Source: an optimization exercise on an open RTL-to-GDS flow (aim: a short achievable clock period and few clock cycles). Production flows keep margins and buffers that such runs may drop.
Where RTL was checked, it was by simulation tests only, not by an equivalence proof against the original.
Power is estimated from default activity; no workload was simulated.

==> wip/xenon: inputs <==
Design mips, start of the top module:
module mips(input         clk, reset,
            output [31:0] pc,
            input  [31:0] instr,
            output        memwrite,
            output [31:0] memaddr,
            output [31:0] memwritedata,
            input  [31:0] memreaddata);
clock: 10.0 ns
lec_check: 0
cap_margin: 20
core_margin: 2
core_utilization: 60
place_density: 0.7
slew_margin: 20
synth_hierarchical: 1
standard.sh (not shown) runs the stock make flow with config.mk's settings and CLKGATE_MAP_FILE= SYNTH_SCRIPT=/design/flow/synth_recipe.tcl, a recipe that flattens the netlist after the stock synthesis.
==> flow/flow/run.sh <==
#!/bin/bash
# Own layout flow: the standard flow (standard synthesis, floorplan, placement, CTS,
# routing) run whole through standard.sh, with these changes to how timing is repaired:
#  - gate resizing may change a cell's footprint (MATCH_CELL_FOOTPRINT=0);
set -euo pipefail
MARGIN=${OWN_SETUP_MARGIN:-6.8}
bash standard.sh \
  SETUP_SLACK_MARGIN=$MARGIN \
  TNS_END_PERCENT=5 \
  MATCH_CELL_FOOTPRINT=0 \
  "BUFFER_PORTS_ARGS=-buffer_cell sky130_fd_sc_hd__buf_6" \
  finish > make_finish.log 2>&1
==> inputs of wip/zinc, as changes to wip/xenon <==
--- a/flow/design.v
+++ b/flow/design.v
@@ -1,14 +1,17 @@
 `timescale 1ns/1ps
-module add32(input  [31:0] a, b,
-             output [31:0] s);
-  assign s = a + b;
-endmodule
-module sub32(input  [31:0] a, b,
-             output [32:0] d);
-  assign d = {1'b0, a} - {1'b0, b};
+module regfile(input             clk,
+               input             we,
+               input      [4:0]  ra1, ra2, wa,
+               input      [31:0] wd,
+               output     [31:0] rd1, rd2);
+  reg [31:0] rf [1:31];
+  always @(posedge clk)
+    if (we && wa != 5'd0) rf[wa] <= wd;
+  assign rd1 = (ra1 != 5'd0) ? rf[ra1] : 32'b0;
+  assign rd2 = (ra2 != 5'd0) ? rf[ra2] : 32'b0;
 endmodule
 `timescale 1ns/1ps
 module mips(input         clk, reset,
             output [31:0] pc,
             input  [31:0] instr,
             output        memwrite,
@@ -29,13 +32,12 @@
   reg  [31:0] tgtq_e, tgtn_e;       
   reg         s_add_e, s_sub_e, s_and_e, s_or_e, s_slt_e, s_sltu_e, s_link_e;
   reg  [4:0]  wr_e;
   reg  [31:0] srca_e, srcb_e, sd_e, pc_e, pc4_e, btarget_e, ptgt_e;
   reg         eqab_e;               
   reg         fa_e, fb_e;           
-  reg         sel_p0_e, sel_pa_e, sel_pb_e, sel_pc_e;    
   reg         sdm_e, sdl_e;         
   reg         regwrite_m, memtoreg_m, memwrite_m;
   reg  [4:0]  wr_m;
   reg  [31:0] aluout_m, memaddr_q, memwritedata_q;
   reg         regwrite_w, memtoreg_w;
   reg  [4:0]  wr_w;
@@ -84,52 +86,35 @@
     endcase
   end
   wire [4:0] wr_d = jal_d ? 5'd31 : (regdst_d ? rd_d : rt_d);
   wire       regwr_d = regwrite_d && (wr_d != 5'd0);
   wire [31:0] sext_d  = {{16{imm16_d[15]}}, imm16_d};
   wire [31:0] imm_d   = lui_d ? {imm16_d, 16'b0} : (signext_d ? sext_d : {16'b0, imm16_d});
-  wire [31:0] btarget_d;
-  add32 u_add_bt(.a(pc4_d), .b({sext_d[29:0], 2'b00}), .s(btarget_d));
-  reg  [31:0] rf [1:31];
-  always @(posedge clk)
-    if (regwrite_w) rf[wr_w] <= result_w;
-  wire [31:0] rd1 = (rs_d != 5'd0) ? rf[rs_d] : 32'b0;
-  wire [31:0] rd2 = (rt_d != 5'd0) ? rf[rt_d] : 32'b0;
+  wire [31:0] btarget_d = pc4_d + {sext_d[29:0], 2'b00};
+  wire [31:0] rd1, rd2;
+  regfile rf(.clk(clk), .we(regwrite_w), .ra1(rs_d), .ra2(rt_d), .wa(wr_w),
+             .wd(result_w), .rd1(rd1), .rd2(rd2));
   wire [31:0] rsval_d = (regwrite_m && wr_m == rs_d) ? result_m :
                         (regwrite_w && wr_w == rs_d) ? result_w : rd1;
   wire [31:0] rtval_d = (regwrite_m && wr_m == rt_d) ? result_m :
                         (regwrite_w && wr_w == rt_d) ? result_w : rd2;
   wire hit_rs_d = v_e && regwrite_e && wr_e == rs_d;
   wire hit_rt_d = v_e && regwrite_e && wr_e == rt_d;
   wire uses_rs_d = (op_d[5:1] != 5'b00001);           
   wire uses_rt_d = (op_d == 6'b000000) || branch_d;   
   wire stall     = v_d && memtoreg_e &&
                    ((uses_rs_d && hit_rs_d) || (uses_rt_d && hit_rt_d));
   wire [31:0] a_e = fa_e ? aluout_m : srca_e;
   wire [31:0] b_e = fb_e ? aluout_m : srcb_e;
-  wire [31:0] sum_p0, sum_pa, sum_pb;
-  wire [32:0] dif_p0, dif_pa, dif_pb;
-  wire [31:0] sum_pc = {aluout_m[30:0], 1'b0};
-  add32 u_add_p0(.a(srca_e),   .b(srcb_e),   .s(sum_p0));
-  add32 u_add_pa(.a(aluout_m), .b(srcb_e),   .s(sum_pa));
-  add32 u_add_pb(.a(srca_e),   .b(aluout_m), .s(sum_pb));
-  sub32 u_sub_p0(.a(srca_e),   .b(srcb_e),   .d(dif_p0));
-  sub32 u_sub_pa(.a(aluout_m), .b(srcb_e),   .d(dif_pa));
-  sub32 u_sub_pb(.a(srca_e),   .b(aluout_m), .d(dif_pb));
-  wire [31:0] sum_e = sel_p0_e ? sum_p0 : sel_pa_e ? sum_pa : sel_pb_e ? sum_pb : sum_pc;
-  wire [31:0] arith_e =
-      ({32{sel_p0_e & s_add_e}} & sum_p0) | ({32{sel_p0_e & s_sub_e}} & dif_p0[31:0]) |
-      ({32{sel_pa_e & s_add_e}} & sum_pa) | ({32{sel_pa_e & s_sub_e}} & dif_pa[31:0]) |
-      ({32{sel_pb_e & s_add_e}} & sum_pb) | ({32{sel_pb_e & s_sub_e}} & dif_pb[31:0]) |
-      ({32{sel_pc_e & s_add_e}} & sum_pc) |
-      {31'b0, (sel_p0_e & ((s_slt_e & dif_p0[31]) | (s_sltu_e & dif_p0[32]))) |
-              (sel_pa_e & ((s_slt_e & dif_pa[31]) | (s_sltu_e & dif_pa[32]))) |
-              (sel_pb_e & ((s_slt_e & dif_pb[31]) | (s_sltu_e & dif_pb[32])))};
-  wire [31:0] aluout_e = arith_e |
+  wire [31:0] sum_e = a_e + b_e;
+  wire [32:0] dif_e = {1'b0, a_e} - {1'b0, b_e};
+  wire [31:0] aluout_e = ({32{s_add_e}}  & sum_e) |
+                         ({32{s_sub_e}}  & dif_e[31:0]) |
                          ({32{s_and_e}}  & (a_e & b_e)) |
                          ({32{s_or_e}}   & (a_e | b_e)) |
+                         {31'b0, (s_slt_e & dif_e[31]) | (s_sltu_e & dif_e[32])} |
                          ({32{s_link_e}} & pc4_e);
   wire eq_e     = fa_e ? (fb_e ? 1'b1 : (aluout_m == srcb_e))
                        : (fb_e ? (srca_e == aluout_m) : eqab_e);
   wire taken_e  = eq_e ? tkq_e : tkn_e;
   wire jrok_e   = fa_e ? (aluout_m == ptgt_e) : (srca_e == ptgt_e);
   wire misjr_e  = v_e && jr_e && !jrok_e;
@@ -139,25 +124,23 @@
   wire predtk_d = stk_d || bp_d;
   wire [31:0] bo_d  = {sext_d[29:0], 2'b00};
   wire [31:0] kin_d = pc4_d ^ bo_d ^ ptgt_d;
   wire [31:0] kgen_d = {(pc4_d[30:0] & bo_d[30:0]) | ((pc4_d[30:0] | bo_d[30:0]) & kin_d[30:0]), 1'b0};
   wire tgtbad_d = bp_d && (kin_d != kgen_d);
   wire redir_d  = v_d && stk_d && !stall && !redir_e;
-  wire [31:0] pc4_f;
-  add32 u_add_pc4(.a(pc_f), .b(32'd4), .s(pc4_f));
+  wire [31:0] pc4_f = pc_f + 32'd4;
   wire        isj_f  = (instr[31:27] == 5'b00001);
   wire        isjr_f = (instr[31:26] == 6'b000000) && (instr[5:0] == 6'b001000);
   wire [31:0] jtgt_f = {pc4_f[31:28], instr[25:0], 2'b00};
   wire        over_f = redir_e || redir_d;
   wire [31:0] over_tgt = redir_e ? tgt_e : btarget_d;
   reg         btb_v   [0:31];
   reg         btb_tk  [0:31];
   reg  [9:0]  btb_tag [0:31];
   reg  [29:0] btb_tgt [0:31];
-  reg  [4:0]  bidx_nf;
-  wire [4:0]  bidx_f  = ~bidx_nf;
+  reg  [4:0]  bidx_f;
   wire        bhit_f  = btb_v[bidx_f] && (btb_tag[bidx_f] == pc_f[16:7]);
   wire        btk_f   = bhit_f && btb_tk[bidx_f];
   wire [31:0] btgt_f  = {btb_tgt[bidx_f], 2'b00};
   wire [31:0] npc = over_f ? over_tgt :
                     isj_f  ? jtgt_f :
                     isjr_f ? ras :
@@ -194,14 +177,14 @@
       end
   assign pc = pc_f;
   always @(posedge clk, posedge reset)
     if (reset)                  pc_f <= 32'b0;
     else if (!stall || redir_e) pc_f <= npc;
   always @(posedge clk, posedge reset)
-    if (reset)                  bidx_nf <= 5'b00000;
-    else if (!stall || redir_e) bidx_nf <= ~npc[6:2];
+    if (reset)                  bidx_f <= 5'b11111;
+    else if (!stall || redir_e) bidx_f <= npc[6:2];
   always @(posedge clk, posedge reset)
     if (reset)                 ras <= 32'b0;
     else if (v_e && s_link_e)  ras <= pc4_e;
   always @(posedge clk, posedge reset)
     if (reset)        v_d <= 1'b0;
     else if (!stall)  v_d <= !over_f;
@@ -238,16 +221,12 @@
     btarget_e <= btarget_d; ptgt_e <= ptgt_d;
     srca_e <= rsval_d;
     srcb_e <= alusrc_d ? imm_d : rtval_d;
     sd_e   <= rtval_d;
     fa_e   <= hit_rs_d;
     fb_e   <= hit_rt_d && !alusrc_d;
-    sel_p0_e <= !hit_rs_d && !(hit_rt_d && !alusrc_d);
-    sel_pa_e <=  hit_rs_d && !(hit_rt_d && !alusrc_d);
-    sel_pb_e <= !hit_rs_d &&  (hit_rt_d && !alusrc_d);
-    sel_pc_e <=  hit_rs_d &&  (hit_rt_d && !alusrc_d);
     sdm_e  <= hit_rt_d && !memtoreg_e;
     sdl_e  <= hit_rt_d && memtoreg_e;
   end
   always @(posedge clk, posedge reset)
     if (reset) begin
       regwrite_m <= 1'b0; memwrite_m <= 1'b0;
ABC_CLOCK_PERIOD_IN_PS = 2500   (was not set)
CORE_UTILIZATION = 40   (was 60)
PLACE_DENSITY = 0.6   (was 0.7)
SYNTH_HIERARCHICAL = not set   (was 1)
==> inputs of wip/pepper, as changes to wip/xenon <==
--- a/flow/design.v
+++ b/flow/design.v
@@ -3,12 +3,38 @@
              output [31:0] s);
   assign s = a + b;
 endmodule
 module sub32(input  [31:0] a, b,
              output [32:0] d);
   assign d = {1'b0, a} - {1'b0, b};
+endmodule
+module jdec(input  [31:0] w,
+            output        isj, isjr);
+  assign isj  = (w[31:27] == 5'b00001);
+  assign isjr = (w[31:26] == 6'b000000) && (w[5:0] == 6'b001000);
+endmodule
+module npcsel(input         fix, isj, isjr,
+              input  [31:0] fix_pc, ras, seq,
+              input  [3:0]  jhi,
+              input  [25:0] jlo,
+              output [31:0] npc);
+  assign npc = fix  ? fix_pc :
+               isj  ? {jhi, jlo, 2'b00} :
+               isjr ? ras : seq;
+endmodule
+module eq32(input  [31:0] a, b,
+            output        eq);
+  assign eq = (a == b);
+endmodule
+module and4x(input a, b, c, d, output y);
+  assign y = a & b & c & d;
+endmodule
+module mux32(input         s,
+             input  [31:0] d0, d1,
+             output [31:0] y);
+  assign y = s ? d1 : d0;
 endmodule
 `timescale 1ns/1ps
 module mips(input         clk, reset,
             output [31:0] pc,
             input  [31:0] instr,
             output        memwrite,
@@ -27,13 +53,13 @@
   reg         tkq_e, tkn_e;         
   reg         nbr_e;                
   reg  [31:0] tgtq_e, tgtn_e;       
   reg         s_add_e, s_sub_e, s_and_e, s_or_e, s_slt_e, s_sltu_e, s_link_e;
   reg  [4:0]  wr_e;
   reg  [31:0] srca_e, srcb_e, sd_e, pc_e, pc4_e, btarget_e, ptgt_e;
-  reg         eqab_e;               
+  reg  [31:0] xab_e;                
   reg         fa_e, fb_e;           
   reg         sel_p0_e, sel_pa_e, sel_pb_e, sel_pc_e;    
   reg         sdm_e, sdl_e;         
   reg         regwrite_m, memtoreg_m, memwrite_m;
   reg  [4:0]  wr_m;
   reg  [31:0] aluout_m, memaddr_q, memwritedata_q;
@@ -125,52 +151,69 @@
               (sel_pa_e & ((s_slt_e & dif_pa[31]) | (s_sltu_e & dif_pa[32]))) |
               (sel_pb_e & ((s_slt_e & dif_pb[31]) | (s_sltu_e & dif_pb[32])))};
   wire [31:0] aluout_e = arith_e |
                          ({32{s_and_e}}  & (a_e & b_e)) |
                          ({32{s_or_e}}   & (a_e | b_e)) |
                          ({32{s_link_e}} & pc4_e);
-  wire eq_e     = fa_e ? (fb_e ? 1'b1 : (aluout_m == srcb_e))
-                       : (fb_e ? (srca_e == aluout_m) : eqab_e);
+  wire eq_mb, eq_am, eq_mp, eq_ap;
+  eq32 u_eq_mb(.a(aluout_m), .b(srcb_e), .eq(eq_mb));
+  eq32 u_eq_am(.a(srca_e),   .b(aluout_m), .eq(eq_am));
+  eq32 u_eq_mp(.a(aluout_m), .b(ptgt_e), .eq(eq_mp));
+  eq32 u_eq_ap(.a(srca_e),   .b(ptgt_e), .eq(eq_ap));
+  wire eq_e     = fa_e ? (fb_e ? 1'b1 : eq_mb)
+                       : (fb_e ? eq_am : ~|xab_e);
   wire taken_e  = eq_e ? tkq_e : tkn_e;
-  wire jrok_e   = fa_e ? (aluout_m == ptgt_e) : (srca_e == ptgt_e);
+  wire jrok_e   = fa_e ? eq_mp : eq_ap;
   wire misjr_e  = v_e && jr_e && !jrok_e;
   wire redir_e  = (eq_e ? rq_e : rn_e) || nbr_e || misjr_e;
   wire [31:0] tgt_e = jr_e ? a_e : (eq_e ? tgtq_e : tgtn_e);
   wire stk_d    = branch_d && !bhit_d && imm16_d[15];
   wire predtk_d = stk_d || bp_d;
   wire [31:0] bo_d  = {sext_d[29:0], 2'b00};
   wire [31:0] kin_d = pc4_d ^ bo_d ^ ptgt_d;
   wire [31:0] kgen_d = {(pc4_d[30:0] & bo_d[30:0]) | ((pc4_d[30:0] | bo_d[30:0]) & kin_d[30:0]), 1'b0};
   wire tgtbad_d = bp_d && (kin_d != kgen_d);
   wire redir_d  = v_d && stk_d && !stall && !redir_e;
   wire [31:0] pc4_f;
   add32 u_add_pc4(.a(pc_f), .b(32'd4), .s(pc4_f));
-  wire        isj_f  = (instr[31:27] == 5'b00001);
-  wire        isjr_f = (instr[31:26] == 6'b000000) && (instr[5:0] == 6'b001000);
-  wire [31:0] jtgt_f = {pc4_f[31:28], instr[25:0], 2'b00};
+  wire        isj_f, isjr_f;
+  jdec u_jdec(.w(instr), .isj(isj_f), .isjr(isjr_f));
   wire        over_f = redir_e || redir_d;
   wire [31:0] over_tgt = redir_e ? tgt_e : btarget_d;
+  integer i;
   reg         btb_v   [0:31];
   reg         btb_tk  [0:31];
   reg  [9:0]  btb_tag [0:31];
   reg  [29:0] btb_tgt [0:31];
   reg  [4:0]  bidx_nf;
   wire [4:0]  bidx_f  = ~bidx_nf;
-  wire        bhit_f  = btb_v[bidx_f] && (btb_tag[bidx_f] == pc_f[16:7]);
-  wire        btk_f   = bhit_f && btb_tk[bidx_f];
+  reg  [31:0] bsel_f, bmatch_f;
+  always @(*)
+    for (i = 0; i < 32; i = i + 1) begin
+      bsel_f[i]   = (bidx_f == i);
+      bmatch_f[i] = btb_v[i] && (btb_tag[i] == pc_f[16:7]);
+    end
+  wire        bhit_f  = |(bsel_f & bmatch_f);
+  reg  [31:0] btkv;
+  always @(*)
+    for (i = 0; i < 32; i = i + 1) btkv[i] = btb_tk[i];
+  wire        btk_f   = |(bsel_f & bmatch_f & btkv);
   wire [31:0] btgt_f  = {btb_tgt[bidx_f], 2'b00};
-  wire [31:0] npc = over_f ? over_tgt :
-                    isj_f  ? jtgt_f :
-                    isjr_f ? ras :
-                    btk_f  ? btgt_f : pc4_f;
+  wire        fix_f  = over_f || stall;
+  wire [31:0] fix_pc = redir_e ? tgt_e : (redir_d ? btarget_d : pc_f);
+  wire [31:0] npc_nb, npc;
+  wire        takeb_f;
+  npcsel u_npcsel(.fix(fix_f), .isj(isj_f), .isjr(isjr_f), .fix_pc(fix_pc), .ras(ras),
+                  .seq(pc4_f), .jhi(pc4_f[31:28]), .jlo(instr[25:0]), .npc(npc_nb));
+  and4x u_takeb(.a(btk_f), .b(!fix_f), .c(!isj_f), .d(!isjr_f), .y(takeb_f));
+  mux32 u_npcmux(.s(takeb_f), .d0(npc_nb), .d1(btgt_f), .y(npc));
   reg  [31:0] bw_we;                
   reg         bw_tk;
   reg  [9:0]  bw_tag;
   reg  [29:0] bw_tgt;
   wire        bupd_e = v_e && branch_e && (taken_e || bhit_e);
-  integer i;
   always @(posedge clk, posedge reset)
     if (reset) bw_we <= 32'b0;
     else for (i = 0; i < 32; i = i + 1) bw_we[i] <= bupd_e && (pc_e[6:2] == i);
   always @(posedge clk) begin
     bw_tk  <= taken_e;
     bw_tag <= pc_e[16:7];
@@ -192,16 +235,16 @@
           btb_tgt[i] <= bw_tgt;
         end
       end
   assign pc = pc_f;
   always @(posedge clk, posedge reset)
     if (reset)                  pc_f <= 32'b0;
-    else if (!stall || redir_e) pc_f <= npc;
+    else                        pc_f <= npc;
   always @(posedge clk, posedge reset)
     if (reset)                  bidx_nf <= 5'b00000;
-    else if (!stall || redir_e) bidx_nf <= ~npc[6:2];
+    else                        bidx_nf <= ~npc[6:2];
   always @(posedge clk, posedge reset)
     if (reset)                 ras <= 32'b0;
     else if (v_e && s_link_e)  ras <= pc4_e;
   always @(posedge clk, posedge reset)
     if (reset)        v_d <= 1'b0;
     else if (!stall)  v_d <= !over_f;
@@ -223,13 +266,13 @@
     tkn_e  <= bne_d;
     rq_e   <= ve_next && branch_d && ((!bne_d != predtk_d) || (!bne_d && tgtbad_d));
     rn_e   <= ve_next && branch_d && (( bne_d != predtk_d) || ( bne_d && tgtbad_d));
     nbr_e  <= ve_next && !branch_d && predtk_d;
     tgtq_e <= bne_d ? pc4_d : btarget_d;
     tgtn_e <= bne_d ? btarget_d : pc4_d;
-    eqab_e <= (rsval_d == rtval_d);
+    xab_e  <= rsval_d ^ rtval_d;
     s_add_e  <= !jal_d && aluop_d == 3'd0;
     s_sub_e  <= !jal_d && aluop_d == 3'd1;
     s_and_e  <= !jal_d && aluop_d == 3'd2;
     s_or_e   <= !jal_d && aluop_d == 3'd3;
     s_slt_e  <= !jal_d && aluop_d == 3'd4;
     s_sltu_e <= !jal_d && aluop_d == 3'd5;
==> flow/flow/run.sh (replaced) <==
#!/bin/bash
# Own layout flow: the standard flow (standard synthesis, floorplan, placement, CTS,
# routing) run whole through standard.sh, with these changes to how timing is repaired:
#  - gate resizing may change a cell's footprint (MATCH_CELL_FOOTPRINT=0);
set -euo pipefail
MARGIN=${OWN_SETUP_MARGIN:-6.8}
bash standard.sh \
  SETUP_SLACK_MARGIN=$MARGIN \
  TNS_END_PERCENT=25 \
  MATCH_CELL_FOOTPRINT=0 \
  "BUFFER_PORTS_ARGS=-buffer_cell sky130_fd_sc_hd__buf_6" \
  finish > make_finish.log 2>&1
==> qor.yml <==
power:
  clkPwrFrac_pct: 25.3
logic_synthesis:
  synthCells: 10040
  synth_area_per_cell_um2: 14.07
  synth_fa_ha_area_share_pct: 2.765
setup_path:
  path_max_fanout: 9
  cp-endpoint: "pc_f[28]"
  slowest_stage: "dfrtp_4"
final_layout:
  nNonClkInverters: 243
  n_antenna_cell: 14
min_path:
  min_to: "bw_tgt[26]"
place:
  place_ws_ns: 3.919
status:
  status: "finished clean"
the above is filed under wip/xenon

==> qor.yml <==
setup_path:
  path_max_fanout: 2
  cp-endpoint: "pc[13]"
  slowest_stage: "dfrtp_4"
final_layout:
  final_common_cell: "edfxtp_1"
  nNonClkInverters: 243
  n_antenna_cell: 28
cts:
  cts-root-buf: "clkbuf_16"
logic_synthesis:
  synthCells: 10460
  synth_area_per_cell_um2: 13.85
  synth_fa_ha_area_share_pct: 2.697
power:
  clkPwrFrac_pct: 23.4
floorplan:
  die_w_um: 495.3
global_route:
  grt_overflow: 0
status:
  status: "finished clean"
min_path:
  min_to: "bw_tag[6]"
the above is filed under wip/pepper

==> qor.yml <==
status:
  status: "finished clean"
logic_synthesis:
  synth_fa_ha_area_share_pct: 2.007
  ys_seq_elements: 3071
  synth_area_per_cell_um2: 15.20
  synthCells: 8539
power:
  clkPwrFrac_pct: 31.2
place:
  dp_hpwl_um: 281600
  place_ws_ns: 3.437
setup_path:
  cp-endpoint: "pc_f[26]"
  path_max_fanout: 26
timing:
  setup_tns_ns: 0
final_layout:
  most-common-layout-cells: "edfxtp_1, nand2_1, mux4_2"
  drive_above_1_share_pct: 23.23
  nNonClkInverters: 240
floorplan:
  placeableCoreArea_um2: 323500
min_path:
  min_to: "bw_tgt[13]"
the above is filed under wip/zinc

Testbench counts of wip/xenon, summed over its fixed seeds: cycles 52,583.
Testbench counts of wip/pepper, summed over its fixed seeds: cycles 52,583.
For wip/zinc, only the layout was checked, not whether the RTL still works.

[port drivers added, routing unchanged]
In the flow no input, the clock included, has a driving cell. The finished layouts below were timed again as built, in two steps.
Step 1 assumes that a clkbuf_16 drives the clock port and a buf_2 every other input.
Step 2 also shifts input and output timing later by t, the mid clock arrival at the registers, as if the neighbouring blocks saw the same clock.
a / b / c = ideal / step 1 / step 2; a / b = the first two.
run	t, ns	slack for setup (ns)	worst setup path after step 2	worst data-port slew with drivers (ns)
wip/xenon	1.050	5.942 / 5.942 / 5.182	input to register	0.23
wip/zinc	1.014	5.662 / 5.662 / 5.124	input to register	0.34
wip/pepper	1.087	6.195 / 6.082 / 5.662	input to register	0.10
After both steps every run listed still meets setup and hold. For wip/xenon, which loses most, drivers alone change the setup slack by 0.000 ns; drivers and shift together by -0.760 ns.
